Source: an optimization exercise on an open RTL-to-GDS flow (aim: small area). Production flows keep margins and buffers that such runs may drop. In this exercise RTL edits were held to simulation tests only and were not proved equivalent to the original. Power and IR drop assume default switching activity.

==> flow/design.v, too long to show whole: its modules and the start of the top module <==
// module goStickMan: 921 lines
module goStickMan(clk, resetn, go, up, down, plot, x, y, colour, HEX2, HEX1, HEX0);
  // ...
==> flow/flow/run.sh <==
#!/bin/bash
# Own layout flow: the standard ORFS flow (standard.sh) with synthesis and buffering choices:
#  - flow/own.mk is added to the ORFS config: it keeps the half/full adder cells out
#    (DONT_USE_CELLS), so Yosys's adder extraction leaves that logic to ABC, and buffers the
#    ports with the smallest buffer cell;
#  - ABC maps with flow/abc_area.script from several random seeds, run in parallel, and the
#    smallest result is kept (flow/own_synth.tcl).
# Registers, floorplan, power grid, placement, CTS and routing are the standard flow's.
set -euo pipefail
here=$(pwd)
cat config.mk flow/own.mk > own_config.mk
sed "s#source \$::env(SCRIPTS_DIR)/synth.tcl#source $here/flow/own_synth.tcl#" synth_recipe.tcl > own_synth_top.tcl
sed -e "s#DESIGN_CONFIG=[^ ]*#DESIGN_CONFIG=$here/own_config.mk#" \
    -e "s#SYNTH_SCRIPT=[^ ]*#SYNTH_SCRIPT=$here/own_synth_top.tcl#" standard.sh > own_standard.sh
export OWN_ABC_SCRIPT=$here/flow/abc_area.script
export OWN_ABC_DIR=$here/abc_runs
export OWN_ABC_SEEDS="1 2 3 4 5 6 7 8 9 10 11 12 13 14 15 16"
bash own_standard.sh > flow_make.log 2>&1
==> flow/flow/abc_area.script <==
strash
&get -n
&fraig -x
&put
scorr
dc2
strash
&get -n
&deepsyn -T 60 -S @SEED@
&put
strash
&get -n
&dch -f
&nf -a -R 1000 -C 32 -F 8 -A 8 -p
&put
strash
&get -n
&dch -f
&nf -a -R 1000 -C 32 -F 8 -A 8 -p
&put
topo
stime -c
==> flow/flow/own.mk <==
export DONT_USE_CELLS += sky130_fd_sc_hd__ha_1 sky130_fd_sc_hd__fa_1
export BUFFER_PORTS_ARGS = -buffer_cell sky130_fd_sc_hd__buf_1
==> flow/flow/own_synth.tcl <==
# ORFS's synth.tcl, read and run unchanged except its ABC call: own_abc runs ABC
# on the same input from several random seeds at once (flow/abc_area.script with
# @SEED@ replaced), and keeps the smallest mapped result.
proc own_abc {abc_args} {
  set dir $::env(OWN_ABC_DIR)
  file mkdir $dir
  set rest [lrange $abc_args 2 end]
  # ABC's read_lib / read_constr lines, as Yosys's abc pass writes them
  set readlib "read_lib"
  set lib ""
  set constr ""
  for {set i 0} {$i < [llength $rest]} {incr i} {
    set a [lindex $rest $i]
    if {$a eq "-dont_use"} { incr i; append readlib " -X \"[lindex $rest $i]\"" }
    if {$a eq "-liberty"} { incr i; set lib [lindex $rest $i] }
    if {$a eq "-constr"} { incr i; set constr [lindex $rest $i] }
  }
  append readlib " -w \"$lib\""
  # 1. write ABC's input network
  design -save own_pre
  set f [open $dir/capture.script w]
  puts $f "write_blif $dir/in.blif"
  puts $f "strash"
  puts $f "map"
  close $f
  abc -script $dir/capture.script {*}$rest
  design -load own_pre
  # 2. the seeds, in parallel
  set tf [open $::env(OWN_ABC_SCRIPT)]
  set template [read $tf]
  close $tf
  if {[info exists ::env(YOSYS_EXE)]} {
    set abcbin [file join [file dirname [file normalize $::env(YOSYS_EXE)]] yosys-abc]
  } else {
    set abcbin [auto_execok yosys-abc]
  }
  set sh [open $dir/run_all.sh w]
  foreach s $::env(OWN_ABC_SEEDS) {
    set f [open $dir/seed_$s.script w]
    puts $f [string map [list @SEED@ $s] $template]
    close $f
    set f [open $dir/run_$s.abc w]
    puts $f "read_blif $dir/in.blif"
    puts $f $readlib
    if {$constr ne ""} { puts $f "read_constr -v \"$constr\"" }
    puts $f "source $dir/seed_$s.script"
    puts $f "write_blif $dir/out_$s.blif"
    puts $f "print_stats"
    close $f
    puts $sh "$abcbin -f $dir/run_$s.abc > $dir/log_$s.txt 2>&1"
  }
  close $sh
  set jobs 8
  if {[info exists ::env(NUM_CORES)]} { set jobs $::env(NUM_CORES) }
  set sh [open $dir/run_par.sh w]
  puts $sh "xargs -P $jobs -I CMD bash -c CMD < $dir/run_all.sh"
  close $sh
  exec bash $dir/run_par.sh
  # 3. the smallest
  set best ""
  set best_area 1e30
  foreach s $::env(OWN_ABC_SEEDS) {
    if {![file exists $dir/out_$s.blif]} continue
    set f [open $dir/log_$s.txt]
    set txt [read $f]
    close $f
    if {[regexp {area =\s*([0-9.]+)} [lindex [regexp -all -inline {area =\s*[0-9.]+} $txt] end] -> area]} {
      puts "own_abc: seed $s area $area"
      if {$area < $best_area} { set best_area $area; set best $s }
    }
  }
  if {$best eq ""} { error "own_abc: no ABC run finished" }
  puts "own_abc: keeping seed $best (area $best_area)"
  # 4. take it in through Yosys's abc pass
  set f [open $dir/take.script w]
  puts $f "read_blif $dir/out_$best.blif"
  close $f
  abc -script $dir/take.script {*}$rest
}
set own_f [open $::env(SCRIPTS_DIR)/synth.tcl]
set own_txt [read $own_f]
close $own_f
set own_old {log_cmd abc {*}$abc_args}
if { [string first $own_old $own_txt] < 0 } { error "own_synth.tcl: ABC call not found in synth.tcl" }
set own_txt [string map [list $own_old {own_abc $abc_args}] $own_txt]
eval $own_txt
==> flow/standard.sh <==
#!/bin/bash
# synth_recipe.tcl (not shown) runs the flow's synth.tcl, then flattens the netlist and writes it again
# the make line also repeats each setting of config.mk as NAME=value (left out here)
make -C /OpenROAD-flow-scripts/flow DESIGN_CONFIG=/design/flow/config.mk WORK_HOME=/design/flow/orfs CLKGATE_MAP_FILE= SYNTH_SCRIPT=/design/flow/synth_recipe.tcl "${@:-finish}"
==> flow/config.mk <==
export PLATFORM = sky130hd
export DESIGN_NAME = goStickMan
export DESIGN_NICKNAME = goStickMan
export VERILOG_FILES = /design/flow/design.v
export SDC_FILE = /design/flow/constraint.sdc
export NUM_CORES = 8
export LEC_CHECK = 0
export ABC_AREA = 1
export CAP_MARGIN = 20
export CORE_MARGIN = 2
export CORE_UTILIZATION = 30
export CTS_BUF_LIST = sky130_fd_sc_hd__clkbuf_8
export SLEW_MARGIN = 20
==> flow/constraint.sdc <==
create_clock -name core_clock -period 20.0 [get_ports {clk}]
set_input_delay 4.0000 -clock core_clock [delete_from_list [all_inputs] [get_ports {clk}]]
set_output_delay 4.0000 -clock core_clock [all_outputs]
set_load 0.01 [all_outputs]
==> results.py, run 1 <==
metrics = {
    "worst_setup_path": {
        "type_of_element_launching_the_critical_path": "register",
        "path_delay_family": "simple AND/OR/NAND/NOR gates",
        "critical_path_cell_count": 24,
        "worstSetupStartpoint": "seg[1]$_DFF_P_",
    },
    "synth": {
        "warnings_from_yosys": 1,
        "synth_nets": 1043,
        "yosysSeqAreaShare": 0.1648,
        "yosys-mux-area-fraction": 0.007966,
        "netlist.area_leader.share": 0.1554,
        "post_synth_num_cell_types": 59,
        "netlist.top_cell.by_area": "sky130_fd_sc_hd__dfxtp_1",
        "synthTopCellsByCount": "sky130_fd_sc_hd__nor2_1 (168), sky130_fd_sc_hd__nand2_1 (129), sky130_fd_sc_hd__a21oi_1 (115), sky130_fd_sc_hd__o21ai_0 (106), sky130_fd_sc_hd__dfxtp_1 (50)",
        "synth_xor_area_frac": 0.04896,
        "synth_compound_area_frac": 0.3789,
    },
    "final_layout": {
        "fin_cells": 1368,
        "finalInstanceArea_sq_um": 7069,
        "layout.clock.cell_area_share": 0.01363,
        "layout-area-overhead-vs-synth_pct": 9.773,
        "finalCoreUtilization": 0.3363,
    },
    "timing": {
        "finClkSkew_ns": 0.009710,
        "setup_tns_ns": 0,
        "pin_slew_with_the_least_headroom_to_its_limit_ns": 1.105,
        "layout_worst_path_cycle_share": 0.3989,
        "hold_viol_final": 0,
        "finalHoldWorstSlack_ns": 0.4542,
    },
    "floorplanning": {
        "die_width_um": 150.5,
        "die-height_um": 150.5,
        "rows": 53,
    },
    "global_route": {
        "grt_antenna_before_repair": 0,
        "first_global_vias": 7967,
    },
    "clock_tree": {
        "cts_tree": "yes",
        "htree_levels": 2,
        "cts-buffers-inserted": 5,
    },
    "placed_design": {
        "placement.cell_area_sq_um": 6973,
        "dp_hpwl_mm": 24.74,
    },
    "pwr": {
        "pwr.group.clock_mw": 0.0678,
    },
    "routing": {
        "met1_length_mm": 14.07,
    },
    "status": {
        "outcome": "finished clean",
    },
    "hold_path": {
        "worst_hold_path_type": "register to register",
    },
}
==> run 2, diff against run 1 <==
==> flow/design.v (replaced) <==
module goStickMan(clk, resetn, go, up, down, plot, x, y, colour, HEX2, HEX1, HEX0);
  input clk;
  input resetn;
  input go, up, down;
  output reg plot;
  output [7:0] x;
  output [6:0] y;
  output [2:0] colour;
  output [6:0] HEX2, HEX1, HEX0;
  localparam P_W = 3'd0, P_E = 3'd1, P_R1 = 3'd2, P_R2 = 3'd3, P_J = 3'd6, P_S = 3'd7;
  localparam PH_PRE = 2'd0, PH_DRAW = 2'd1, PH_PCLR = 2'd3, PH_CLR = 2'd2;
  localparam S_SC = 4'd0, S_SPR = 4'd4, S_SPRE = 4'd5, S_B3 = 4'd11, S_B0 = 4'd8,
             S_PREF = 4'd7, S_PREW = 4'd6;
  reg [2:0] pose;
  reg [1:0] ph;
  reg [3:0] seg;      
  reg [1:0] pass;     
  reg [11:0] score;
  reg [4:0] b;        
  reg [3:0] fl;       
  reg [3:0] lfsr;
  reg [7:0] xr;
  reg [6:0] yr;       
  assign colour = {3{ph[0]}};
  wire game = pose[1];
  wire isW = (pose[1:0] == 2'b00);
  wire isE = (pose[1:0] == 2'b01);
  wire hold = pose[2] & !pose[1];
  wire low = (seg[3:2] == 2'b00);           
  assign x = hold ? (isW ? 8'd48 : 8'd62) : xr;
  assign y = hold ? (isW ? 7'd56 : 7'd48) : yr - 7'd14 - (low ? 7'd48 : 7'd0) - ((seg == S_SPRE) ? 7'd4 : 7'd0);
  wire pclr = (ph == PH_PCLR);
  wire active = !pclr || game;
  wire blkseg = seg[3];
  wire [1:0] bj = seg[1:0];                 
  function [3:0] nib; input [1:0] s; input [11:0] sc;
    nib = (s == 2'd1) ? sc[3:0] : (s == 2'd2) ? sc[7:4] : sc[11:8];
  endfunction
  function [7:0] dbx; input [1:0] s;        
    dbx = (s == 2'd1) ? 8'd152 : (s == 2'd2) ? 8'd146 : 8'd140;
  endfunction
  wire [3:0] nseg = (seg == S_PREF) ? S_SC : (seg == S_PREW) ? S_SPR :
                    (seg == 4'd3) ? (isE ? S_SPRE : S_SPR) :
                    (seg == S_SPR) ? S_B3 : seg[3] ? seg - 4'd1 : seg + 4'd1;
  wire [3:0] dcur = nib(seg[1:0], score);
  wire [3:0] dnext = nib(nseg[1:0], score);
  wire [2:0] sk = nseg[2:0];
  wire [3:0] sv = nseg[2] ? {1'b0, pose} : dnext;
  wire [7:0] dbase = dbx(seg[1:0]);
  wire [2:0] col = xr[2:0] - dbase[2:0];
  wire rh_n0 = ~xr[2];
  wire rh_n1 = ~xr[1] & rh_n0;
  wire rh_n2 = ~xr[0] & rh_n1;
  wire rh_n3 = ~xr[3] & rh_n2;
  wire rh_n4 = ~xr[0];
  wire rh_n5 = pose[0] ? rh_n4 : rh_n3;
  wire rh_n6 = xr[1] & rh_n0;
  wire rh_n7 = ~xr[0] & rh_n6;
  wire rh_n8 = xr[3] & rh_n7;
  wire rh_n9 = ~xr[1];
  wire rh_n10 = ~xr[0] & rh_n9;
  wire rh_n11 = xr[3] & rh_n10;
  wire rh_n12 = pose[0] ? rh_n11 : rh_n8;
  wire rh_n13 = xr[0] & rh_n6;
  wire rh_n14 = xr[3] & rh_n13;
  wire rh_n15 = pose[2] ? rh_n14 : rh_n12;
  wire rh_n16 = pose[1] ? rh_n15 : rh_n5;
  wire rh_n17 = ~xr[6] & rh_n16;
  wire rh_n18 = pose[0];
  wire rh_n19 = xr[0] | rh_n9;
  wire rh_n20 = xr[1];
  wire rh_n21 = xr[0] ? rh_n9 : rh_n20;
  wire rh_n22 = xr[3] ? rh_n21 : rh_n4;
  wire rh_n23 = pose[0] ? rh_n22 : rh_n19;
  wire rh_n24 = ~pose[2] | rh_n23;
  wire rh_n25 = pose[1] ? rh_n24 : rh_n18;
  wire rh_n26 = xr[2];
  wire rh_n27 = xr[1] & rh_n26;
  wire rh_n28 = xr[4] & rh_n27;
  wire rh_n29 = ~xr[0] & rh_n28;
  wire rh_n30 = xr[4] & rh_n9;
  wire rh_n31 = ~xr[0] & rh_n30;
  wire rh_n32 = xr[3] ? rh_n31 : rh_n29;
  wire rh_n33 = xr[4];
  wire rh_n34 = ~xr[1] | rh_n0;
  wire rh_n35 = xr[0] ? rh_n34 : rh_n33;
  wire rh_n36 = xr[0] ? rh_n1 : rh_n0;
  wire rh_n37 = xr[3] ? rh_n36 : rh_n35;
  wire rh_n38 = xr[5] ? rh_n37 : rh_n32;
  wire rh_n39 = ~xr[1] | rh_n26;
  wire rh_n40 = ~xr[4] | rh_n39;
  wire rh_n41 = ~xr[4] | rh_n34;
  wire rh_n42 = xr[0] ? rh_n33 : rh_n41;
  wire rh_n43 = xr[3] ? rh_n42 : rh_n40;
  wire rh_n44 = xr[5] ? rh_n4 : rh_n43;
  wire rh_n45 = pose[0] ? rh_n44 : rh_n38;
  wire rh_n46 = xr[6] ? rh_n45 : rh_n25;
  wire rh_n47 = xr[0] ? rh_n20 : rh_n9;
  wire rh_n48 = xr[3] ? rh_n4 : rh_n47;
  wire rh_n49 = ~xr[3] & rh_n4;
  wire rh_n50 = pose[0] ? rh_n49 : rh_n48;
  wire rh_n51 = xr[0] & rh_n20;
  wire rh_n52 = xr[3] ? rh_n9 : rh_n51;
  wire rh_n53 = xr[3] ? rh_n4 : rh_n21;
  wire rh_n54 = pose[0] ? rh_n53 : rh_n52;
  wire rh_n55 = pose[2] ? rh_n54 : rh_n50;
  wire rh_n56 = ~pose[1] | rh_n55;
  wire rh_n57 = ~xr[4] | rh_n9;
  wire rh_n58 = ~xr[0] | rh_n57;
  wire rh_n59 = ~xr[4] | rh_n20;
  wire rh_n60 = xr[0] | rh_n59;
  wire rh_n61 = xr[3] ? rh_n60 : rh_n58;
  wire rh_n62 = ~xr[4];
  wire rh_n63 = xr[0] ? rh_n27 : rh_n62;
  wire rh_n64 = ~xr[0] | rh_n9;
  wire rh_n65 = xr[3] ? rh_n64 : rh_n63;
  wire rh_n66 = xr[5] ? rh_n65 : rh_n61;
  wire rh_n67 = xr[4] ? rh_n34 : rh_n9;
  wire rh_n68 = xr[1] | rh_n26;
  wire rh_n69 = xr[4] | rh_n68;
  wire rh_n70 = xr[0] ? rh_n69 : rh_n67;
  wire rh_n71 = xr[3] ? rh_n70 : rh_n40;
  wire rh_n72 = xr[5] ? rh_n47 : rh_n71;
  wire rh_n73 = pose[0] ? rh_n72 : rh_n66;
  wire rh_n74 = xr[6] ? rh_n73 : rh_n56;
  wire rh_n75 = ~pose[0];
  wire rh_n76 = xr[3] ? rh_n20 : rh_n21;
  wire rh_n77 = xr[0];
  wire rh_n78 = xr[3] ? rh_n64 : rh_n77;
  wire rh_n79 = pose[0] ? rh_n78 : rh_n76;
  wire rh_n80 = ~xr[0] | rh_n20;
  wire rh_n81 = xr[3] ? rh_n80 : rh_n21;
  wire rh_n82 = xr[3] ? rh_n51 : rh_n47;
  wire rh_n83 = pose[0] ? rh_n82 : rh_n81;
  wire rh_n84 = pose[2] ? rh_n83 : rh_n79;
  wire rh_n85 = pose[1] ? rh_n84 : rh_n75;
  wire rh_n86 = xr[0] | rh_n41;
  wire rh_n87 = xr[0] ? rh_n40 : rh_n57;
  wire rh_n88 = xr[3] ? rh_n87 : rh_n86;
  wire rh_n89 = xr[0] ? rh_n68 : rh_n26;
  wire rh_n90 = ~xr[3] | rh_n89;
  wire rh_n91 = xr[5] ? rh_n90 : rh_n88;
  wire rh_n92 = xr[4] & rh_n6;
  wire rh_n93 = xr[0] & rh_n92;
  wire rh_n94 = xr[3] ? rh_n29 : rh_n93;
  wire rh_n95 = xr[5] ? rh_n2 : rh_n94;
  wire rh_n96 = pose[0] ? rh_n95 : rh_n91;
  wire rh_n97 = xr[6] ? rh_n96 : rh_n85;
  wire rh_n98 = xr[0] ? rh_n34 : rh_n9;
  wire rh_n99 = xr[3] ? rh_n98 : rh_n20;
  wire rh_n100 = xr[0] | rh_n20;
  wire rh_n101 = xr[3] ? rh_n80 : rh_n100;
  wire rh_n102 = pose[0] ? rh_n101 : rh_n99;
  wire rh_n103 = ~xr[3] | rh_n100;
  wire rh_n104 = pose[0] | rh_n103;
  wire rh_n105 = pose[2] ? rh_n104 : rh_n102;
  wire rh_n106 = ~pose[1] | rh_n105;
  wire rh_n107 = xr[4] | rh_n34;
  wire rh_n108 = ~xr[0] | rh_n107;
  wire rh_n109 = xr[4] | rh_n27;
  wire rh_n110 = xr[0] | rh_n109;
  wire rh_n111 = xr[3] ? rh_n110 : rh_n108;
  wire rh_n112 = xr[4] | rh_n20;
  wire rh_n113 = xr[0] | rh_n112;
  wire rh_n114 = xr[0] | rh_n34;
  wire rh_n115 = xr[3] ? rh_n114 : rh_n113;
  wire rh_n116 = xr[5] ? rh_n115 : rh_n111;
  wire rh_n117 = xr[0] | rh_n68;
  wire rh_n118 = ~xr[5] | rh_n117;
  wire rh_n119 = pose[0] ? rh_n118 : rh_n116;
  wire rh_n120 = xr[6] ? rh_n119 : rh_n106;
  wire rh_n121 = ~xr[3] | rh_n80;
  wire rh_n122 = ~pose[0] | rh_n121;
  wire rh_n123 = pose[2] ? rh_n18 : rh_n122;
  wire rh_n124 = pose[1] ? rh_n123 : rh_n18;
  wire rh_n125 = ~xr[0] | rh_n40;
  wire rh_n126 = xr[3] ? rh_n86 : rh_n125;
  wire rh_n127 = xr[5] | rh_n126;
  wire rh_n128 = pose[0] & rh_n127;
  wire rh_n129 = xr[6] ? rh_n128 : rh_n124;
  wire rh_n130 = xr[3] | rh_n114;
  wire rh_n131 = pose[0] | rh_n130;
  wire rh_n132 = pose[1] | rh_n131;
  wire rh_n133 = xr[1] | rh_n0;
  wire rh_n134 = xr[4] ? rh_n133 : rh_n34;
  wire rh_n135 = xr[0] | rh_n134;
  wire rh_n136 = xr[4] | rh_n0;
  wire rh_n137 = xr[0] | rh_n136;
  wire rh_n138 = xr[3] ? rh_n137 : rh_n135;
  wire rh_n139 = xr[0] | rh_n107;
  wire rh_n140 = xr[0] | rh_n133;
  wire rh_n141 = xr[3] ? rh_n140 : rh_n139;
  wire rh_n142 = xr[5] ? rh_n141 : rh_n138;
  wire rh_n143 = xr[0] | rh_n40;
  wire rh_n144 = xr[4] ? rh_n34 : rh_n68;
  wire rh_n145 = xr[0] | rh_n144;
  wire rh_n146 = xr[3] ? rh_n145 : rh_n143;
  wire rh_n147 = xr[5] | rh_n146;
  wire rh_n148 = pose[0] ? rh_n147 : rh_n142;
  wire rh_n149 = xr[6] ? rh_n148 : rh_n132;
  wire rh_n150 = ~xr[0] & rh_n27;
  wire rh_n151 = xr[0] & rh_n26;
  wire rh_n152 = xr[3] ? rh_n151 : rh_n150;
  wire rh_n153 = ~pose[0] & rh_n152;
  wire rh_n154 = ~pose[1] & rh_n153;
  wire rh_n155 = xr[1] ? rh_n26 : rh_n0;
  wire rh_n156 = ~xr[1] & rh_n26;
  wire rh_n157 = xr[4] ? rh_n156 : rh_n155;
  wire rh_n158 = ~xr[0] & rh_n157;
  wire rh_n159 = xr[4] ? rh_n27 : rh_n26;
  wire rh_n160 = ~xr[0] & rh_n159;
  wire rh_n161 = xr[3] ? rh_n160 : rh_n158;
  wire rh_n162 = ~xr[4] & rh_n27;
  wire rh_n163 = ~xr[0] & rh_n162;
  wire rh_n164 = ~xr[0] & rh_n156;
  wire rh_n165 = xr[3] ? rh_n164 : rh_n163;
  wire rh_n166 = xr[5] ? rh_n165 : rh_n161;
  wire rh_n167 = ~pose[0] & rh_n166;
  wire rh_n168 = xr[6] ? rh_n167 : rh_n154;
  wire rh_n169 = ~xr[0] & rh_n92;
  wire rh_n170 = xr[4] ? rh_n27 : rh_n1;
  wire rh_n171 = ~xr[0] & rh_n170;
  wire rh_n172 = xr[3] ? rh_n171 : rh_n169;
  wire rh_n173 = ~xr[5] & rh_n172;
  wire rh_n174 = pose[0] & rh_n173;
  wire rh_n175 = xr[6] & rh_n174;
  wire rh_n176 = xr[0] ? rh_n39 : rh_n27;
  wire rh_n177 = xr[3] ? rh_n176 : rh_n9;
  wire rh_n178 = xr[3] ? rh_n100 : rh_n19;
  wire rh_n179 = pose[0] ? rh_n178 : rh_n177;
  wire rh_n180 = xr[0] ? rh_n39 : rh_n20;
  wire rh_n181 = xr[3] ? rh_n180 : rh_n9;
  wire rh_n182 = ~pose[0] & rh_n181;
  wire rh_n183 = pose[2] ? rh_n182 : rh_n179;
  wire rh_n184 = pose[1] & rh_n183;
  wire rh_n185 = ~xr[6] & rh_n184;
  wire rh_n186 = ~xr[0] & rh_n20;
  wire rh_n187 = xr[3] ? rh_n10 : rh_n186;
  wire rh_n188 = ~pose[0] & rh_n187;
  wire rh_n189 = pose[2] ? rh_n188 : rh_n187;
  wire rh_n190 = pose[1] & rh_n189;
  wire rh_n191 = ~xr[4] & rh_n20;
  wire rh_n192 = xr[0] & rh_n191;
  wire rh_n193 = xr[3] & rh_n192;
  wire rh_n194 = ~xr[5] & rh_n193;
  wire rh_n195 = pose[0] & rh_n194;
  wire rh_n196 = xr[6] ? rh_n195 : rh_n190;
  wire rh_n197 = pose[1] ? rh_n189 : rh_n18;
  wire rh_n198 = ~xr[4] | rh_n6;
  wire rh_n199 = xr[0] ? rh_n198 : rh_n57;
  wire rh_n200 = xr[1] ? rh_n0 : rh_n26;
  wire rh_n201 = xr[4] ? rh_n39 : rh_n200;
  wire rh_n202 = xr[0] ? rh_n33 : rh_n201;
  wire rh_n203 = xr[3] ? rh_n202 : rh_n199;
  wire rh_n204 = xr[5] | rh_n203;
  wire rh_n205 = pose[0] & rh_n204;
  wire rh_n206 = xr[6] ? rh_n205 : rh_n197;
  wire rh_n207 = pose[0] & rh_n4;
  wire rh_n208 = pose[1] ? rh_n189 : rh_n207;
  wire rh_n209 = xr[4] & rh_n39;
  wire rh_n210 = xr[0] ? rh_n209 : rh_n92;
  wire rh_n211 = xr[4] & rh_n20;
  wire rh_n212 = ~xr[4] & rh_n9;
  wire rh_n213 = xr[0] ? rh_n212 : rh_n211;
  wire rh_n214 = xr[3] ? rh_n213 : rh_n210;
  wire rh_n215 = ~xr[5] & rh_n214;
  wire rh_n216 = pose[0] & rh_n215;
  wire rh_n217 = xr[6] ? rh_n216 : rh_n208;
  wire rh_n218 = xr[4] ? rh_n20 : rh_n155;
  wire rh_n219 = ~xr[0] & rh_n218;
  wire rh_n220 = xr[3] ? rh_n219 : rh_n210;
  wire rh_n221 = ~xr[5] & rh_n220;
  wire rh_n222 = pose[0] & rh_n221;
  wire rh_n223 = xr[6] ? rh_n222 : rh_n208;
  wire rh_n224 = ~xr[3] & rh_n186;
  wire rh_n225 = pose[0] ? rh_n224 : rh_n187;
  wire rh_n226 = pose[2] ? rh_n182 : rh_n225;
  wire rh_n227 = pose[1] ? rh_n226 : rh_n207;
  wire rh_n228 = xr[6] ? rh_n222 : rh_n227;
  wire rh_n229 = ~pose[0] | rh_n4;
  wire rh_n230 = xr[3] | rh_n19;
  wire rh_n231 = pose[0] ? rh_n230 : rh_n177;
  wire rh_n232 = xr[0] & rh_n27;
  wire rh_n233 = xr[3] & rh_n232;
  wire rh_n234 = ~pose[0] & rh_n233;
  wire rh_n235 = pose[2] ? rh_n234 : rh_n231;
  wire rh_n236 = pose[1] ? rh_n235 : rh_n229;
  wire rh_n237 = ~xr[4] | rh_n1;
  wire rh_n238 = xr[0] ? rh_n237 : rh_n41;
  wire rh_n239 = xr[0] ? rh_n62 : rh_n57;
  wire rh_n240 = xr[3] ? rh_n239 : rh_n238;
  wire rh_n241 = ~xr[0] & rh_n33;
  wire rh_n242 = xr[3] ? rh_n10 : rh_n241;
  wire rh_n243 = xr[5] ? rh_n242 : rh_n240;
  wire rh_n244 = pose[0] ? rh_n221 : rh_n243;
  wire rh_n245 = xr[6] ? rh_n244 : rh_n236;
  wire rh_n246 = ~xr[0] & rh_n155;
  wire rh_n247 = xr[0] ? rh_n26 : rh_n20;
  wire rh_n248 = xr[3] ? rh_n247 : rh_n246;
  wire rh_n249 = pose[0] ? rh_n4 : rh_n248;
  wire rh_n250 = xr[3] & rh_n51;
  wire rh_n251 = pose[0] ? rh_n250 : rh_n233;
  wire rh_n252 = ~pose[0] & rh_n250;
  wire rh_n253 = pose[2] ? rh_n252 : rh_n251;
  wire rh_n254 = pose[1] ? rh_n253 : rh_n249;
  wire rh_n255 = xr[4] ? rh_n156 : rh_n1;
  wire rh_n256 = xr[0] ? rh_n211 : rh_n255;
  wire rh_n257 = ~xr[4] | rh_n27;
  wire rh_n258 = ~xr[0] & rh_n257;
  wire rh_n259 = xr[3] ? rh_n258 : rh_n256;
  wire rh_n260 = xr[0] ? rh_n20 : rh_n107;
  wire rh_n261 = xr[0] ? rh_n9 : rh_n26;
  wire rh_n262 = xr[3] ? rh_n261 : rh_n260;
  wire rh_n263 = xr[5] ? rh_n262 : rh_n259;
  wire rh_n264 = xr[4] ? rh_n6 : rh_n68;
  wire rh_n265 = xr[0] ? rh_n40 : rh_n264;
  wire rh_n266 = xr[3] ? rh_n59 : rh_n265;
  wire rh_n267 = xr[5] | rh_n266;
  wire rh_n268 = pose[0] ? rh_n267 : rh_n263;
  wire rh_n269 = xr[6] ? rh_n268 : rh_n254;
  wire rh_n270 = pose[2] ? rh_n75 : rh_n251;
  wire rh_n271 = pose[1] ? rh_n270 : rh_n249;
  wire rh_n272 = xr[4] ? rh_n26 : rh_n1;
  wire rh_n273 = ~xr[0] & rh_n272;
  wire rh_n274 = xr[3] ? rh_n258 : rh_n273;
  wire rh_n275 = ~xr[0] & rh_n68;
  wire rh_n276 = xr[3] ? rh_n275 : rh_n4;
  wire rh_n277 = xr[5] ? rh_n276 : rh_n274;
  wire rh_n278 = xr[4] ? rh_n6 : rh_n156;
  wire rh_n279 = xr[0] ? rh_n209 : rh_n278;
  wire rh_n280 = xr[3] ? rh_n219 : rh_n279;
  wire rh_n281 = ~xr[5] & rh_n280;
  wire rh_n282 = pose[0] ? rh_n281 : rh_n277;
  wire rh_n283 = xr[6] ? rh_n282 : rh_n271;
  wire rh_n284 = ~pose[2] & rh_n251;
  wire rh_n285 = pose[1] ? rh_n284 : rh_n249;
  wire rh_n286 = xr[4] & rh_n156;
  wire rh_n287 = xr[0] ? rh_n286 : rh_n255;
  wire rh_n288 = xr[3] ? rh_n258 : rh_n287;
  wire rh_n289 = xr[5] ? rh_n276 : rh_n288;
  wire rh_n290 = pose[0] ? rh_n281 : rh_n289;
  wire rh_n291 = xr[6] ? rh_n290 : rh_n285;
  wire rh_n292 = ~xr[0] | rh_n6;
  wire rh_n293 = xr[3] ? rh_n247 : rh_n292;
  wire rh_n294 = pose[0] ? rh_n4 : rh_n293;
  wire rh_n295 = xr[3] ? rh_n27 : rh_n9;
  wire rh_n296 = xr[3] ? rh_n80 : rh_n10;
  wire rh_n297 = pose[0] ? rh_n296 : rh_n295;
  wire rh_n298 = ~pose[0] & rh_n178;
  wire rh_n299 = pose[2] ? rh_n298 : rh_n297;
  wire rh_n300 = pose[1] ? rh_n299 : rh_n294;
  wire rh_n301 = ~xr[4] | rh_n156;
  wire rh_n302 = xr[0] ? rh_n62 : rh_n301;
  wire rh_n303 = ~xr[0] & rh_n59;
  wire rh_n304 = xr[3] ? rh_n303 : rh_n302;
  wire rh_n305 = xr[5] ? rh_n276 : rh_n304;
  wire rh_n306 = pose[0] ? rh_n281 : rh_n305;
  wire rh_n307 = xr[6] ? rh_n306 : rh_n300;
  wire rh_n308 = ~xr[0] & rh_n39;
  wire rh_n309 = xr[3] ? rh_n247 : rh_n308;
  wire rh_n310 = pose[0] ? rh_n4 : rh_n309;
  wire rh_n311 = xr[0] & rh_n9;
  wire rh_n312 = xr[0] & rh_n39;
  wire rh_n313 = xr[3] ? rh_n312 : rh_n311;
  wire rh_n314 = pose[0] ? rh_n77 : rh_n313;
  wire rh_n315 = ~pose[2] & rh_n314;
  wire rh_n316 = pose[1] ? rh_n315 : rh_n310;
  wire rh_n317 = xr[3] ? rh_n303 : rh_n164;
  wire rh_n318 = xr[5] ? rh_n4 : rh_n317;
  wire rh_n319 = pose[0] ? rh_n281 : rh_n318;
  wire rh_n320 = xr[6] ? rh_n319 : rh_n316;
  wire rh_n321 = xr[3] ? rh_n186 : rh_n308;
  wire rh_n322 = pose[0] | rh_n321;
  wire rh_n323 = xr[0] ? rh_n27 : rh_n9;
  wire rh_n324 = xr[3] ? rh_n323 : rh_n186;
  wire rh_n325 = pose[0] ? rh_n77 : rh_n324;
  wire rh_n326 = ~pose[2] & rh_n325;
  wire rh_n327 = pose[1] ? rh_n326 : rh_n322;
  wire rh_n328 = xr[0] ? rh_n62 : rh_n59;
  wire rh_n329 = xr[0] ? rh_n211 : rh_n218;
  wire rh_n330 = xr[3] ? rh_n329 : rh_n328;
  wire rh_n331 = xr[5] | rh_n330;
  wire rh_n332 = pose[0] ? rh_n331 : rh_n318;
  wire rh_n333 = xr[6] ? rh_n332 : rh_n327;
  wire rh_n334 = ~pose[0] & rh_n309;
  wire rh_n335 = pose[0] ? rh_n77 : rh_n51;
  wire rh_n336 = ~pose[2] & rh_n335;
  wire rh_n337 = pose[1] ? rh_n336 : rh_n334;
  wire rh_n338 = xr[3] | rh_n4;
  wire rh_n339 = xr[5] ? rh_n338 : rh_n317;
  wire rh_n340 = ~pose[0] & rh_n339;
  wire rh_n341 = xr[6] ? rh_n340 : rh_n337;
  wire rh_n342 = pose[0] ? rh_n77 : rh_n250;
  wire rh_n343 = ~pose[2] & rh_n342;
  wire rh_n344 = pose[1] & rh_n343;
  wire rh_n345 = ~xr[6] & rh_n344;
  wire rh_n346 = xr[0] ? rh_n39 : rh_n9;
  wire rh_n347 = xr[3] & rh_n346;
  wire rh_n348 = pose[0] ? rh_n77 : rh_n347;
  wire rh_n349 = ~pose[2] & rh_n348;
  wire rh_n350 = pose[1] & rh_n349;
  wire rh_n351 = ~xr[6] & rh_n350;
  wire rh_n352 = xr[3] & rh_n27;
  wire rh_n353 = xr[3] & rh_n80;
  wire rh_n354 = pose[0] ? rh_n353 : rh_n352;
  wire rh_n355 = pose[2] ? rh_n181 : rh_n354;
  wire rh_n356 = pose[1] & rh_n355;
  wire rh_n357 = ~xr[6] & rh_n356;
  wire rh_n358 = xr[3] ? rh_n232 : rh_n10;
  wire rh_n359 = pose[0] ? rh_n250 : rh_n358;
  wire rh_n360 = pose[2] ? rh_n187 : rh_n359;
  wire rh_n361 = ~pose[1] | rh_n360;
  wire rh_n362 = xr[4] | rh_n155;
  wire rh_n363 = xr[0] ? rh_n33 : rh_n362;
  wire rh_n364 = ~xr[3] | rh_n363;
  wire rh_n365 = xr[0] ? rh_n9 : rh_n133;
  wire rh_n366 = xr[5] ? rh_n365 : rh_n364;
  wire rh_n367 = xr[6] ? rh_n366 : rh_n361;
  wire rh_n368 = pose[2] ? rh_n187 : rh_n251;
  wire rh_n369 = pose[1] ? rh_n368 : rh_n4;
  wire rh_n370 = ~xr[4] & rh_n156;
  wire rh_n371 = xr[0] ? rh_n92 : rh_n370;
  wire rh_n372 = xr[3] ? rh_n219 : rh_n371;
  wire rh_n373 = xr[5] ? rh_n51 : rh_n372;
  wire rh_n374 = xr[6] ? rh_n373 : rh_n369;
  wire rh_n375 = pose[2] & rh_n187;
  wire rh_n376 = pose[1] ? rh_n375 : rh_n4;
  wire rh_n377 = xr[5] ? rh_n164 : rh_n372;
  wire rh_n378 = xr[6] ? rh_n377 : rh_n376;
  wire rh_n379 = xr[3] ? rh_n150 : rh_n10;
  wire rh_n380 = pose[0] ? rh_n4 : rh_n379;
  wire rh_n381 = pose[2] ? rh_n187 : rh_n380;
  wire rh_n382 = pose[1] ? rh_n381 : rh_n4;
  wire rh_n383 = xr[6] ? rh_n377 : rh_n382;
  wire rh_n384 = pose[2] ? rh_n181 : rh_n207;
  wire rh_n385 = pose[1] ? rh_n384 : rh_n4;
  wire rh_n386 = xr[6] ? rh_n373 : rh_n385;
  wire rh_n387 = xr[3] ? rh_n4 : rh_n77;
  wire rh_n388 = pose[0] ? rh_n387 : rh_n311;
  wire rh_n389 = pose[2] ? rh_n233 : rh_n388;
  wire rh_n390 = pose[1] ? rh_n389 : rh_n4;
  wire rh_n391 = xr[4] | rh_n156;
  wire rh_n392 = xr[0] ? rh_n33 : rh_n391;
  wire rh_n393 = xr[3] ? rh_n363 : rh_n392;
  wire rh_n394 = xr[5] ? rh_n365 : rh_n393;
  wire rh_n395 = xr[6] ? rh_n394 : rh_n390;
  wire rh_n396 = pose[0] ? rh_n387 : rh_n49;
  wire rh_n397 = xr[0] ? rh_n27 : rh_n20;
  wire rh_n398 = ~xr[3] | rh_n397;
  wire rh_n399 = pose[2] ? rh_n398 : rh_n396;
  wire rh_n400 = pose[1] ? rh_n399 : rh_n4;
  wire rh_n401 = ~xr[5] & rh_n372;
  wire rh_n402 = xr[6] ? rh_n401 : rh_n400;
  wire rh_n403 = xr[3] ? rh_n10 : rh_n51;
  wire rh_n404 = pose[0] ? rh_n387 : rh_n403;
  wire rh_n405 = xr[3] & rh_n312;
  wire rh_n406 = pose[2] ? rh_n405 : rh_n404;
  wire rh_n407 = pose[1] ? rh_n406 : rh_n4;
  wire rh_n408 = ~xr[0] & rh_n211;
  wire rh_n409 = xr[3] ? rh_n408 : rh_n371;
  wire rh_n410 = ~xr[5] & rh_n409;
  wire rh_n411 = xr[6] ? rh_n410 : rh_n407;
  wire rh_n412 = ~xr[3] & rh_n77;
  wire rh_n413 = pose[0] & rh_n412;
  wire rh_n414 = pose[2] ? rh_n233 : rh_n413;
  wire rh_n415 = pose[1] ? rh_n414 : rh_n4;
  wire rh_n416 = xr[6] ? rh_n410 : rh_n415;
  wire rh_n417 = xr[3] ? rh_n77 : rh_n4;
  wire rh_n418 = xr[3] | rh_n77;
  wire rh_n419 = pose[0] ? rh_n418 : rh_n417;
  wire rh_n420 = xr[3] & rh_n4;
  wire rh_n421 = pose[2] ? rh_n420 : rh_n419;
  wire rh_n422 = pose[1] ? rh_n421 : rh_n4;
  wire rh_n423 = xr[3] ? rh_n186 : rh_n371;
  wire rh_n424 = ~xr[5] & rh_n423;
  wire rh_n425 = xr[6] ? rh_n424 : rh_n422;
  wire rh_n426 = xr[3];
  wire rh_n427 = pose[0] & rh_n426;
  wire rh_n428 = ~pose[2] & rh_n427;
  wire rh_n429 = ~pose[2];
  wire [38:0] rh = {1'b0, rh_n429, rh_n428, rh_n425, rh_n416, rh_n411, rh_n402, rh_n395, rh_n386, rh_n383, rh_n378, rh_n374, rh_n367, rh_n357, rh_n351, rh_n345, rh_n341, rh_n333, rh_n320, rh_n307, rh_n291, rh_n283, rh_n269, rh_n245, rh_n228, rh_n223, rh_n217, rh_n206, rh_n196, rh_n185, rh_n175, rh_n168, rh_n149, rh_n129, rh_n120, rh_n97, rh_n74, rh_n46, rh_n17};
  wire rs_n0 = ~xr[2];
  wire rs_n1 = xr[1] & rs_n0;
  wire rs_n2 = ~xr[4] & rs_n1;
  wire rs_n3 = xr[2];
  wire rs_n4 = ~xr[0] | rs_n3;
  wire rs_n5 = xr[1] | rs_n4;
  wire rs_n6 = ~xr[3] | rs_n5;
  wire rs_n7 = ~xr[4] | rs_n6;
  wire rs_n8 = ~xr[1];
  wire rs_n9 = xr[1];
  wire rs_n10 = xr[0] & rs_n3;
  wire rs_n11 = xr[1] | rs_n10;
  wire rs_n12 = xr[0] & rs_n0;
  wire rs_n13 = xr[1] | rs_n12;
  wire rs_n14 = xr[3] ? rs_n13 : rs_n11;
  wire rs_n15 = xr[4] ? rs_n14 : rs_n9;
  wire rs_n16 = xr[3] | rs_n11;
  wire rs_n17 = ~xr[4] | rs_n16;
  wire rs_n18 = xr[0];
  wire rs_n19 = xr[1] ? rs_n3 : rs_n18;
  wire rs_n20 = xr[3] ? rs_n9 : rs_n11;
  wire rs_n21 = xr[4] ? rs_n20 : rs_n19;
  wire [31:0] rs = {1'b0, 1'b0, 1'b0, 1'b0, 1'b0, 1'b0, 1'b0, 1'b0, 1'b0, 1'b0, 1'b0, 1'b0, 1'b0, 1'b0, rs_n21, rs_n17, rs_n15, 1'b1, 1'b0, 1'b0, 1'b0, 1'b0, 1'b0, 1'b0, rs_n9, rs_n8, 1'b0, 1'b1, 1'b0, 1'b0, rs_n7, rs_n2};
  wire rd_n0 = ~col[2];
  wire rd_n1 = pass[0];
  wire rd_n2 = dcur[0] & rd_n1;
  wire rd_n3 = ~dcur[3] & rd_n2;
  wire rd_n4 = ~dcur[1] & rd_n3;
  wire rd_n5 = ~dcur[2] & rd_n4;
  wire rd_n6 = col[1] ? rd_n5 : rd_n0;
  wire rd_n7 = dcur[0];
  wire rd_n8 = ~dcur[3] & rd_n7;
  wire rd_n9 = ~pass[1];
  wire rd_n10 = ~pass[0] & rd_n9;
  wire rd_n11 = dcur[0] & rd_n10;
  wire rd_n12 = dcur[1] ? rd_n11 : rd_n8;
  wire rd_n13 = ~dcur[2] & rd_n12;
  wire rd_n14 = ~col[1] & rd_n13;
  wire rd_n15 = col[0] ? rd_n14 : rd_n6;
  wire rd_n16 = dcur[1] & rd_n7;
  wire rd_n17 = dcur[2] & rd_n16;
  wire rd_n18 = dcur[1] & rd_n11;
  wire rd_n19 = dcur[2] ? rd_n16 : rd_n18;
  wire rd_n20 = col[1] ? rd_n19 : rd_n17;
  wire rd_n21 = ~dcur[1] | rd_n7;
  wire rd_n22 = ~dcur[0];
  wire rd_n23 = dcur[1] & rd_n22;
  wire rd_n24 = dcur[2] ? rd_n23 : rd_n21;
  wire rd_n25 = ~col[1] & rd_n24;
  wire rd_n26 = col[0] ? rd_n25 : rd_n20;
  wire rd_n27 = ~dcur[1] | rd_n22;
  wire rd_n28 = ~dcur[2] | rd_n27;
  wire rd_n29 = pass[1];
  wire rd_n30 = pass[0] | rd_n29;
  wire rd_n31 = ~dcur[0] | rd_n30;
  wire rd_n32 = ~dcur[1] | rd_n31;
  wire rd_n33 = dcur[2] ? rd_n27 : rd_n32;
  wire rd_n34 = col[1] ? rd_n33 : rd_n28;
  wire rd_n35 = dcur[2] ? rd_n21 : rd_n23;
  wire rd_n36 = col[1] | rd_n35;
  wire rd_n37 = col[0] ? rd_n36 : rd_n34;
  wire rd_n38 = dcur[1] | rd_n7;
  wire rd_n39 = ~dcur[2] | rd_n38;
  wire rd_n40 = col[1] ? rd_n39 : rd_n28;
  wire rd_n41 = col[0] ? rd_n39 : rd_n40;
  wire rd_n42 = col[1] & rd_n19;
  wire rd_n43 = ~col[1] & rd_n17;
  wire rd_n44 = col[0] ? rd_n43 : rd_n42;
  wire rd_n45 = ~col[1] | rd_n33;
  wire rd_n46 = col[1] | rd_n28;
  wire rd_n47 = col[0] ? rd_n46 : rd_n45;
  wire rd_n48 = ~col[2] | rd_n7;
  wire rd_n49 = dcur[1] ? rd_n7 : rd_n48;
  wire rd_n50 = dcur[2] & rd_n49;
  wire rd_n51 = dcur[2] ? rd_n38 : rd_n32;
  wire rd_n52 = col[1] ? rd_n51 : rd_n50;
  wire rd_n53 = dcur[3] | rd_n22;
  wire rd_n54 = dcur[1] | rd_n53;
  wire rd_n55 = dcur[2] ? rd_n38 : rd_n54;
  wire rd_n56 = dcur[2] | rd_n54;
  wire rd_n57 = col[1] ? rd_n56 : rd_n55;
  wire rd_n58 = col[0] ? rd_n57 : rd_n52;
  wire rd_n59 = dcur[1] | rd_n0;
  wire rd_n60 = ~dcur[2] | rd_n59;
  wire rd_n61 = ~dcur[1] & rd_n8;
  wire rd_n62 = ~dcur[2] & rd_n61;
  wire rd_n63 = col[1] ? rd_n62 : rd_n60;
  wire rd_n64 = ~dcur[1] & rd_n22;
  wire rd_n65 = dcur[2] & rd_n64;
  wire rd_n66 = col[1] ? rd_n65 : rd_n62;
  wire rd_n67 = col[0] ? rd_n66 : rd_n63;
  wire rd_n68 = col[2];
  wire rd_n69 = ~dcur[1] | rd_n68;
  wire rd_n70 = dcur[1] ? rd_n48 : rd_n0;
  wire rd_n71 = dcur[2] ? rd_n70 : rd_n69;
  wire rd_n72 = col[1] ? rd_n62 : rd_n71;
  wire rd_n73 = col[1] & rd_n65;
  wire rd_n74 = col[0] ? rd_n73 : rd_n72;
  wire rd_n75 = dcur[2] ? rd_n0 : rd_n69;
  wire rd_n76 = col[1] ? rd_n62 : rd_n75;
  wire rd_n77 = col[0] ? rd_n73 : rd_n76;
  wire rd_n78 = ~dcur[3] | rd_n7;
  wire rd_n79 = col[2] & rd_n22;
  wire rd_n80 = dcur[1] ? rd_n79 : rd_n78;
  wire rd_n81 = dcur[2] ? rd_n0 : rd_n80;
  wire rd_n82 = dcur[3] ? rd_n22 : rd_n7;
  wire rd_n83 = dcur[1] ? rd_n7 : rd_n82;
  wire rd_n84 = dcur[1] ? rd_n22 : rd_n7;
  wire rd_n85 = dcur[2] ? rd_n84 : rd_n83;
  wire rd_n86 = col[1] ? rd_n85 : rd_n81;
  wire rd_n87 = dcur[3] & rd_n22;
  wire rd_n88 = ~dcur[1] & rd_n87;
  wire rd_n89 = dcur[2] ? rd_n38 : rd_n88;
  wire rd_n90 = dcur[1] ? rd_n7 : rd_n87;
  wire rd_n91 = dcur[2] | rd_n90;
  wire rd_n92 = col[1] ? rd_n91 : rd_n89;
  wire rd_n93 = col[0] ? rd_n92 : rd_n86;
  wire rd_n94 = ~dcur[3] | rd_n22;
  wire rd_n95 = col[2] | rd_n94;
  wire rd_n96 = col[2] & rd_n7;
  wire rd_n97 = dcur[1] ? rd_n96 : rd_n95;
  wire rd_n98 = dcur[1] | rd_n68;
  wire rd_n99 = dcur[2] ? rd_n98 : rd_n97;
  wire rd_n100 = ~dcur[1] & rd_n7;
  wire rd_n101 = dcur[2] ? rd_n16 : rd_n100;
  wire rd_n102 = col[1] ? rd_n101 : rd_n99;
  wire rd_n103 = dcur[3] & rd_n7;
  wire rd_n104 = ~dcur[1] & rd_n103;
  wire rd_n105 = ~dcur[2] & rd_n104;
  wire rd_n106 = dcur[1] ? rd_n22 : rd_n103;
  wire rd_n107 = dcur[2] ? rd_n64 : rd_n106;
  wire rd_n108 = col[1] ? rd_n107 : rd_n105;
  wire rd_n109 = col[0] ? rd_n108 : rd_n102;
  wire rd_n110 = dcur[1] ? rd_n22 : rd_n8;
  wire rd_n111 = dcur[2] ? rd_n16 : rd_n110;
  wire rd_n112 = col[1] ? rd_n111 : rd_n99;
  wire rd_n113 = col[0] ? rd_n73 : rd_n112;
  wire rd_n114 = dcur[2] ? rd_n16 : rd_n61;
  wire rd_n115 = col[1] ? rd_n114 : rd_n99;
  wire rd_n116 = ~dcur[2] & rd_n23;
  wire rd_n117 = col[1] ? rd_n65 : rd_n116;
  wire rd_n118 = col[0] ? rd_n117 : rd_n115;
  wire rd_n119 = ~dcur[2];
  wire rd_n120 = col[1] ? rd_n114 : rd_n119;
  wire rd_n121 = col[0] ? rd_n73 : rd_n120;
  wire [31:0] rd = {1'b0, rd_n121, rd_n118, rd_n113, rd_n109, rd_n93, rd_n77, rd_n74, rd_n67, rd_n58, 1'b0, 1'b0, 1'b0, 1'b0, 1'b0, 1'b0, 1'b0, 1'b0, 1'b0, 1'b0, 1'b0, 1'b0, 1'b0, 1'b0, 1'b0, 1'b1, rd_n47, rd_n44, rd_n41, rd_n37, rd_n26, rd_n15};
  wire st_n0 = ~sv[0];
  wire st_n1 = ~sv[1] | st_n0;
  wire st_n2 = sv[2] | st_n1;
  wire st_n3 = sv[0];
  wire st_n4 = sv[3] ? st_n3 : st_n2;
  wire st_n5 = sk[0] & st_n4;
  wire st_n6 = sk[1] ? st_n4 : st_n5;
  wire st_n7 = ~sk[2] & st_n6;
  wire st_n8 = sv[3] & st_n0;
  wire st_n9 = sk[0] & st_n8;
  wire st_n10 = sk[1] ? st_n8 : st_n9;
  wire st_n11 = ~sk[2] & st_n10;
  wire st_n12 = sv[1] & st_n3;
  wire st_n13 = sv[2] ? st_n3 : st_n12;
  wire st_n14 = sv[3] ? st_n0 : st_n13;
  wire st_n15 = ~sk[0] | st_n14;
  wire st_n16 = sk[1] ? st_n14 : st_n15;
  wire st_n17 = sv[1] & st_n0;
  wire st_n18 = sv[1];
  wire st_n19 = sv[2] ? st_n18 : st_n17;
  wire st_n20 = sk[0] | st_n19;
  wire st_n21 = sk[2] ? st_n20 : st_n16;
  wire st_n22 = ~sv[1];
  wire st_n23 = sv[1] ? st_n0 : st_n3;
  wire st_n24 = sv[2] ? st_n23 : st_n22;
  wire st_n25 = sv[3] ? st_n3 : st_n24;
  wire st_n26 = sk[0] & st_n25;
  wire st_n27 = sk[1] ? st_n25 : st_n26;
  wire st_n28 = sv[2] ? st_n1 : st_n22;
  wire st_n29 = sk[0] | st_n28;
  wire st_n30 = sk[2] ? st_n29 : st_n27;
  wire st_n31 = sv[1] | st_n3;
  wire st_n32 = sv[2] ? st_n31 : st_n1;
  wire st_n33 = sv[3] | st_n32;
  wire st_n34 = sk[0] & st_n33;
  wire st_n35 = sk[1] ? st_n33 : st_n34;
  wire st_n36 = sv[2] | st_n22;
  wire st_n37 = ~sk[0] & st_n36;
  wire st_n38 = sk[2] ? st_n37 : st_n35;
  wire st_n39 = ~sv[1] & st_n0;
  wire st_n40 = sv[2] ? st_n23 : st_n39;
  wire st_n41 = sv[3] ? st_n3 : st_n40;
  wire st_n42 = ~sk[0] | st_n41;
  wire st_n43 = sk[1] ? st_n41 : st_n42;
  wire st_n44 = ~sv[1] | st_n3;
  wire st_n45 = sv[2] ? st_n44 : st_n1;
  wire st_n46 = sk[0] | st_n45;
  wire st_n47 = sk[2] ? st_n46 : st_n43;
  wire st_n48 = sv[1] ? st_n3 : st_n0;
  wire st_n49 = sv[2] ? st_n48 : st_n31;
  wire st_n50 = sv[3] ? st_n0 : st_n49;
  wire st_n51 = sk[0] & st_n50;
  wire st_n52 = sk[1] ? st_n50 : st_n51;
  wire st_n53 = sv[2] ? st_n12 : st_n18;
  wire st_n54 = sk[0] | st_n53;
  wire st_n55 = sk[2] ? st_n54 : st_n52;
  wire st_n56 = ~sv[2] & st_n17;
  wire st_n57 = ~sv[3] & st_n56;
  wire st_n58 = ~sk[0] | st_n57;
  wire st_n59 = sk[1] ? st_n57 : st_n58;
  wire st_n60 = ~sk[0] & st_n19;
  wire st_n61 = sk[2] ? st_n60 : st_n59;
  wire st_n62 = sv[2] ? st_n12 : st_n3;
  wire st_n63 = ~sv[3] & st_n62;
  wire st_n64 = sk[0] & st_n63;
  wire st_n65 = sv[2] ? st_n1 : st_n0;
  wire st_n66 = sv[3] | st_n65;
  wire st_n67 = sk[0] ? st_n63 : st_n66;
  wire st_n68 = sk[1] ? st_n67 : st_n64;
  wire st_n69 = ~sk[0] & st_n18;
  wire st_n70 = sk[2] ? st_n69 : st_n68;
  wire st_n71 = ~sk[0] | st_n8;
  wire st_n72 = sv[3] ? st_n0 : st_n62;
  wire st_n73 = ~sv[3] | st_n3;
  wire st_n74 = sk[0] ? st_n73 : st_n72;
  wire st_n75 = sk[1] ? st_n74 : st_n71;
  wire st_n76 = sk[0];
  wire st_n77 = sk[2] ? st_n76 : st_n75;
  wire st_n78 = sk[0] & st_n73;
  wire st_n79 = ~sk[1] | st_n78;
  wire st_n80 = ~sk[2] & st_n79;
  wire st_n81 = ~sk[1] | st_n71;
  wire st_n82 = ~sk[0];
  wire st_n83 = sk[2] ? st_n82 : st_n81;
  wire st_n84 = sk[0] | st_n22;
  wire st_n85 = sk[2] & st_n84;
  wire st_n86 = ~sk[2];
  wire [16:0] st = {st_n86, st_n85, st_n85, st_n83, st_n80, st_n77, st_n70, st_n61, 1'b1, 1'b0, st_n55, st_n47, st_n38, st_n30, st_n21, st_n11, st_n7};
  wire df_n0 = dcur[0];
  wire df_n1 = ~dcur[0];
  wire df_n2 = dcur[1] ? df_n1 : df_n0;
  wire df_n3 = ~dcur[3] & df_n2;
  wire df_n4 = dcur[1] ? df_n0 : df_n1;
  wire df_n5 = dcur[2] ? df_n4 : df_n3;
  wire df_n6 = dcur[1] & df_n0;
  wire df_n7 = dcur[2] & df_n6;
  wire df_n8 = ~dcur[1] & df_n1;
  wire df_n9 = dcur[2] & df_n8;
  wire df_n10 = ~dcur[2] | df_n2;
  wire df_n11 = ~dcur[1] & df_n0;
  wire df_n12 = ~dcur[3] & df_n11;
  wire df_n13 = ~dcur[2] & df_n12;
  wire df_n14 = dcur[1] | df_n1;
  wire df_n15 = dcur[3] | df_n14;
  wire df_n16 = dcur[2] | df_n15;
  wire [6:0] df = {df_n16, df_n13, df_n13, df_n10, df_n9, df_n7, df_n5};
  function [6:0] seg7;
    input [3:0] i;
    reg seg7_t_n0, seg7_t_n1, seg7_t_n2, seg7_t_n3, seg7_t_n4, seg7_t_n5, seg7_t_n6, seg7_t_n7, seg7_t_n8, seg7_t_n9, seg7_t_n10, seg7_t_n11, seg7_t_n12, seg7_t_n13, seg7_t_n14, seg7_t_n15, seg7_t_n16, seg7_t_n17;
    begin
      seg7_t_n0 = i[2];
      seg7_t_n1 = ~i[1] & seg7_t_n0;
      seg7_t_n2 = ~i[3];
      seg7_t_n3 = ~i[2] & seg7_t_n2;
      seg7_t_n4 = ~i[1] & seg7_t_n3;
      seg7_t_n5 = i[0] ? seg7_t_n4 : seg7_t_n1;
      seg7_t_n6 = i[1] & seg7_t_n0;
      seg7_t_n7 = i[0] ? seg7_t_n1 : seg7_t_n6;
      seg7_t_n8 = ~i[2];
      seg7_t_n9 = i[1] & seg7_t_n8;
      seg7_t_n10 = ~i[0] & seg7_t_n9;
      seg7_t_n11 = i[1] ? seg7_t_n0 : seg7_t_n8;
      seg7_t_n12 = i[0] ? seg7_t_n11 : seg7_t_n1;
      seg7_t_n13 = i[0] | seg7_t_n1;
      seg7_t_n14 = i[1] | seg7_t_n3;
      seg7_t_n15 = i[0] ? seg7_t_n14 : seg7_t_n9;
      seg7_t_n16 = i[1] ? seg7_t_n0 : seg7_t_n3;
      seg7_t_n17 = i[0] ? seg7_t_n16 : seg7_t_n4;
      seg7 = {seg7_t_n17, seg7_t_n15, seg7_t_n13, seg7_t_n12, seg7_t_n10, seg7_t_n7, seg7_t_n5};
    end
  endfunction
  wire fe_w = !xr[0] & !xr[1] & !xr[6] & yr[0] & !yr[3];
  wire fe_e = xr[5] & yr[0] & !yr[2] & !yr[3] & !yr[4];
  reg [38:0] t;
  always @(*) begin
    if (!low) t = rh;
    else if (seg[1:0] == 2'd0) t = {rh[38:32], rs};
    else t = {rh[38:32], rd};
  end
  wire [29:0] m = t[38:9];
  wire [2:0] dxn = t[8:6];
  wire [4:0] ytn = t[5:1];
  wire last = t[0];
  wire [29:0] thermo = ~(30'h3fffffff << yr[4:0]);
  wire [29:0] below = m & thermo;
  reg [29:0] above;
  reg [4:0] rn;
  integer k;
  always @(*) begin
    above[29] = 1'b0;
    for (k = 28; k >= 0; k = k - 1) above[k] = above[k+1] | below[k+1];
    rn = 5'd0;
    for (k = 0; k < 30; k = k + 1) if (below[k] & !above[k]) rn = rn | k;
  end
  wire any = above[0] | below[0];
  wire end_scan = !any & last;
  wire col_end = (xr[2:0] == {b[1:0], 1'b0});
  wire row_end = (yr[3:0] == (fl[bj] ? 4'd6 : 4'd15));
  wire wrap = low && (seg[1:0] != 2'd0) && (pass != 2'd2);
  wire seg_end = (seg == S_PREF) || (seg == S_PREW) || (blkseg ? (col_end & row_end) : (end_scan & !wrap));
  wire frame_end = (seg == S_SPR && isW && fe_w) ||
                   (seg == S_SPRE && fe_e) ||
                   (seg == S_B0 && row_end && xr[2:0] == {b[1:0], 1'b1});
  reg [7:0] nx; reg [6:0] ny; reg [1:0] npass;
  always @(*) begin
    npass = pass;
    if (pclr && !game) begin  
      nx = 8'd48; ny = 7'd70;
    end else if (pclr) begin  
      if (col_end) begin nx = xr + 8'd4; ny = yr - 7'd1; end
      else begin nx = xr - 8'd1; ny = yr; end
    end else if (seg_end) begin
      if (!nseg[3]) begin nx = st[16:9]; ny = st[8:2]; npass = st[1:0]; end
      else if (nseg == S_B3) begin nx = {b, 1'b0} + 8'd124; ny = fl[3] ? 7'd68 : 7'd93; end
      else begin nx = xr - 8'd36; ny = fl[nseg[1:0]] ? 7'd68 : 7'd93; end
    end else if (blkseg) begin
      if (col_end) begin nx = xr + 8'd4; ny = yr - 7'd1; end
      else begin nx = xr - 8'd1; ny = yr; end
    end else if (end_scan) begin  
      npass = pass + 2'd1;
      if (pass == 2'd0) begin nx = dbase + 8'd1; ny = 7'd86; end
      else begin nx = dbase + df[6:4]; ny = 7'd77 + df[3:0]; end
    end else if (any) begin nx = xr; ny = {2'b10, rn}; end
    else begin nx = xr - {5'd0, dxn}; ny = {2'b10, ytn}; end
  end
  wire collide = game & (ph == PH_CLR) & (b >= 5'd4) & (b <= 5'd9) & (fl[0] ? (pose != P_S) : (pose != P_J));
  reg [2:0] npose; reg [1:0] nph; reg [3:0] nsg;
  always @(*) begin
    npose = pose; nph = ph;
    nsg = (active && seg_end) ? nseg : seg;
    case (ph)
      PH_PRE: begin nph = PH_DRAW; nsg = isW ? S_PREW : S_PREF; end
      PH_DRAW: begin
        if (frame_end) begin
          if (!isW || go) begin nph = PH_PCLR; if (isW) npose = P_W; end
          else begin npose = P_W | 3'd4; nsg = S_PREW; end
        end
      end
      PH_PCLR: begin
        nsg = isW ? S_PREW : S_PREF;
        if (isW) begin if (!go) nph = PH_CLR; end
        else if (isE) begin if (go) nph = PH_CLR; end
        else if (col_end && yr == (fl[0] ? 7'd62 : 7'd87)) nph = PH_CLR;
      end
      default: begin  
        if (isE) begin
          if (frame_end) begin
            if (!go) begin npose = P_W; nph = PH_PRE; end
            else begin npose = P_E | 3'd4; nsg = S_PREF; end
          end
        end else if (frame_end) begin
          nph = PH_PRE;
          if (isW) npose = P_R1;
          else if (collide) npose = P_E;
          else if (up) npose = P_J;
          else if (down) npose = P_S;
          else if (pose == P_R1) npose = P_R2;
          else npose = P_R1;
        end
      end
    endcase
  end
  always @(posedge clk) begin
    if (!resetn) begin
      pose <= P_W; ph <= PH_PRE;
    end else begin
      pose <= npose; ph <= nph;
    end
    seg <= nsg;
    xr <= nx; yr <= ny; pass <= npass;
  end
  always @(posedge clk) begin
    if (!resetn) plot <= 1'b0;
    else plot <= (ph == PH_DRAW) | (ph == PH_CLR) | (ph == PH_PCLR && isW);
  end
  wire score_inc = game & (ph == PH_CLR) & frame_end & !collide & (b < 5'd3);
  always @(posedge clk) begin
    if (!resetn || (isW && ph == PH_DRAW)) score <= 12'd0;
    else if (score_inc) begin
      score[3:0] <= score[3:0] + 4'd1;
      if (score[3:0] == 4'd9) begin score[7:4] <= score[7:4] + 4'd1; score[3:0] <= 4'd0; end
      if (score[7:4] == 4'd9) begin score[7:4] <= 4'd0; score[11:8] <= score[11:8] + 4'd1; end
      if (score[11:8] == 4'd9) score[11:8] <= 4'd0;
    end
  end
  wire brst = !resetn || (isW && (ph == PH_PRE || ph == PH_DRAW));
  always @(posedge clk) begin
    if (brst) begin
      b <= 5'd25; fl <= 4'b1010; lfsr <= 4'd0;
    end else begin
      lfsr <= {lfsr[2:0], ~(lfsr[3] ^ lfsr[2])};
      if (game && ph == PH_PRE) begin
        if (b < 5'd3) begin b <= b + 5'd17; fl <= {lfsr[0], fl[3:1]}; end
        else b <= b - 5'd3;
      end
    end
  end
  assign HEX0 = seg7(score[3:0]);
  assign HEX1 = seg7(score[7:4]);
  assign HEX2 = seg7(score[11:8]);
endmodule
==> flow/flow/own.mk (replaced) <==
export DONT_USE_CELLS += sky130_fd_sc_hd__ha_1 sky130_fd_sc_hd__fa_1
export BUFFER_PORTS_ARGS = -buffer_cell sky130_fd_sc_hd__buf_1
override export MIN_BUF_CELL_AND_PORTS = sky130_fd_sc_hd__buf_1 A X
==> results.py, run 2 <==
metrics = {
    "floorplanning": {
        "rows": 52,
        "io_pins": 45,
        "dieArea_sq_um": 22150,
        "start_util": 0.3080,
        "die_width_um": 148.8,
        "core_area_sq_um": 20430,
        "die-height_um": 148.8,
    },
    "global_route": {
        "gr-total-overflow": 0,
        "grt_antenna_before_repair": 1,
        "first_global_vias": 7629,
        "grt_pass1_wl_mm": 45.06,
    },
    "worst_setup_path": {
        "type_of_element_launching_the_critical_path": "register",
        "timing.reg2reg.setup_slack_ns": 10.81,
        "element_type_at_the_critical_path_end": "register",
        "worst_r2r_endpoint": "xr[0]$_SDFFE_PP0P_",
        "r2r-start": "seg[0]$_DFF_P_",
        "cp.required_ns": 20.19,
    },
    "clock_tree": {
        "post_cts_resize_count": 0,
        "cts_sinks": 52,
        "post_cts_buffers": 0,
        "cts_buffer_depth": 2,
        "htree_levels": 2,
        "cts_root_buf": "sky130_fd_sc_hd__clkbuf_8",
        "worst_setup_hold_path_clk_slew_ns": 0.11,
        "cts-buffers-inserted": 5,
        "cts_tree": "yes",
    },
    "routing": {
        "detail_route.wirelength_mm": 29.43,
        "violation_count_after_the_first_detailed_route_iteration": 1322,
        "post-route-drc-count": 0,
        "post_drt_wl_per_cell_um": 21.85,
        "detail_route.vias_per_cell": 6.449,
        "ant_nets": 0,
        "route.vias.total": 8687,
    },
    "hold_path": {
        "worst_hold_path_type": "register to register",
        "worstHoldEndpoint": "lfsr[2]$_SDFF_PP0_",
        "hold-path-cell-count": 1,
    },
    "timing": {
        "unrepaired_setup_endpoints_after_global_routing": "false",
        "layout_worst_path_cycle_share": 0.4595,
        "pin_slew_with_the_least_headroom_to_its_limit_ns": 1.066,
        "finClkSkew_ns": 0.008893,
        "setup_tns_ns": 0,
        "max_fclk_ghz": 0.1088,
        "finalHoldWorstSlack_ns": 0.4583,
        "hold_viol_final": 0,
    },
    "status": {
        "outcome": "finished clean",
    },
    "synth": {
        "warnings_from_yosys": 1,
        "yosysSeqAreaShare": 0.1686,
        "number_of_enable_flip_flop_cells_after_synthesis": 2,
        "synthTopCellsByCount": "sky130_fd_sc_hd__nand2_1 (152), sky130_fd_sc_hd__nor2_1 (140), sky130_fd_sc_hd__a21oi_1 (101), sky130_fd_sc_hd__o21ai_0 (93), sky130_fd_sc_hd__dfxtp_1 (50)",
        "synth_area_leaders": "sky130_fd_sc_hd__dfxtp_1 (16%), sky130_fd_sc_hd__nand2_1 (9.1%), sky130_fd_sc_hd__nor2_1 (8.4%)",
        "netlist_area_sq_um": 6292,
        "ys_dominant_reg_cell": "sky130_fd_sc_hd__dfxtp_1",
        "ys_ff_latch": 52,
        "post_synth.cell_area_avg_sq_um": 6.255,
        "synth_nets": 1011,
        "number_of_instances_in_the_synthesized_netlist": 1006,
        "netlist.area_leader.share": 0.1591,
        "post_synth_num_cell_types": 60,
        "netlist.top_cell.by_area": "sky130_fd_sc_hd__dfxtp_1",
        "synth.most_common_cell": "sky130_fd_sc_hd__nand2_1",
    },
    "pwr": {
        "vdd.ir_drop.worst_v": 0.00006515,
        "total_power_mw": 1.436,
        "power-per-cell-area_nw_per_um2": 202.8,
    },
    "run": {
        "drv_cap": 0,
    },
    "final_layout": {
        "design.final.nets": 1080,
        "layout-area-overhead-vs-synth_pct": 12.57,
        "max_reg_flops": 12,
        "final_common_cell": "sky130_fd_sc_hd__nand2_1",
        "fin_cells": 1347,
    },
    "placed_design": {
        "dp_hpwl_mm": 22.07,
        "dp_cells": 1336,
    },
}
## run 2: kinds of logic after synthesis
group | Yosys count | synth area share
AOI/OAI and AO/OA | 374 | 0.3778
buffers and inverters | 32 | 0.01909
xor gates and xnor gates | 34 | 0.04732
DFF | 52 | 0.1686
and+or+nand+nor | 508 | 0.3774
muxes | 6 | 0.009744
## run 2: where the power goes
part           total, mW  switching (mW)  internal [mW]
combinational       1.16           0.787          0.373
sequential         0.184          0.0508          0.133
clock             0.0922          0.0417         0.0505
total               1.44           0.880          0.556
## run 2: worst max-delay path: stages (launching register included)
cell and delay [ns]:
sky130_fd_sc_hd__dfxtp_1 0.79, sky130_fd_sc_hd__or2_0 0.52, sky130_fd_sc_hd__nand2_1 0.34, sky130_fd_sc_hd__a222oi_1 0.96
sky130_fd_sc_hd__nand3b_1 0.29, sky130_fd_sc_hd__or2_0 0.43, sky130_fd_sc_hd__nand4_1 0.21, sky130_fd_sc_hd__a21oi_1 0.05
sky130_fd_sc_hd__a311oi_1 0.39, sky130_fd_sc_hd__o21bai_1 0.16, sky130_fd_sc_hd__nor4_1 0.57, sky130_fd_sc_hd__nor3b_1 0.29
sky130_fd_sc_hd__and2_0 0.18, sky130_fd_sc_hd__nor2b_1 0.20, sky130_fd_sc_hd__nand2b_1 0.11, sky130_fd_sc_hd__nor3_1 0.61
sky130_fd_sc_hd__nand2_1 0.18, sky130_fd_sc_hd__o21ai_0 0.24, sky130_fd_sc_hd__o21ai_0 0.42, sky130_fd_sc_hd__nor2_1 0.65
sky130_fd_sc_hd__nor2_1 0.26, sky130_fd_sc_hd__nor3_2 0.59, sky130_fd_sc_hd__o21bai_1 0.25, sky130_fd_sc_hd__a21oi_1 0.07
sky130_fd_sc_hd__a22oi_1 0.19, sky130_fd_sc_hd__nor2_1 0.06
## run 2: layout make-up
cell class | instances | area [sq um]
Clock inverter | 3 | 68.82
Clock buffer | 5 | 68.82
Inverter | 29 | 108.9
Antenna cell | 1 | 2.502
Sequential cell | 52 | 1062
Tap cell | 270 | 337.8
Timing Repair Buffer | 65 | 317.8
Fill cell | 2246 | 13350
Multi-Input combinational cell | 922 | 5116
## run 2: worst max path at each step
stage	startpoint	endpoint	slack, ns	depth (start not counted)
2_1_floorplan	seg[0]$_DFF_P_	xr[0]$_SDFFE_PP0P_	12.77	26
5_1_grt	seg[0]$_DFF_P_	xr[0]$_SDFFE_PP0P_	10.02	25
3_5_place_dp	seg[0]$_DFF_P_	xr[0]$_SDFFE_PP0P_	10.75	29
6_report	seg[0]$_DFF_P_	xr[0]$_SDFFE_PP0P_	10.81	25
3_3_place_gp	seg[0]$_DFF_P_	xr[0]$_SDFFE_PP0P_	11.08	29
4_1_cts	seg[0]$_DFF_P_	xr[0]$_SDFFE_PP0P_	10.62	29
## run 2: stage by stage
step	worst slack, ns	util	instance area (sq um)
2_1_floorplan	12.77	-	6292
6_report	10.81	0.3467	7083
3_5_place_dp	10.75	0.3391	6928
4_1_cts	10.62	0.3458	7066
3_3_place_gp	11.08	0.3391	6928
5_1_grt	10.02	0.3466	7081
## run 2: metal layers
layer | up-vias | GRT usage | wire, um
met5 | - | 0 | 36
met4 | 2 | 0.08238 | 1207
met3 | 119 | 0.06055 | 3460
met2 | 638 | 0.3757 | 11860
met1 | 3972 | 0.3758 | 12860
li1 | 3956 | - | -

what the ideal ports hide:
No port has a modelled driver above. Below, the same layouts with a new extraction and two added sets of constraints. Step 1: set_driving_cell puts a clkbuf_16 on clk and a buf_2 on each other input, an assumption about the parent block. Step 2, shift: input delay + t, output delay - t, t = (earliest + latest rising clock arrival at the registers) / 2. This alone moves slack from input paths to output paths. Slacks: no drivers / after step 1 / after step 2; pairs: no drivers / after step 1.
| run | t (ns) | setup WS [ns] |
|---|---|---|
| run 1 | 0.350 | 12.021 / 12.021 / 12.021 |
| run 2 | 0.357 | 10.809 / 10.809 / 10.809 |
After both steps setup and hold are still met in every run listed.
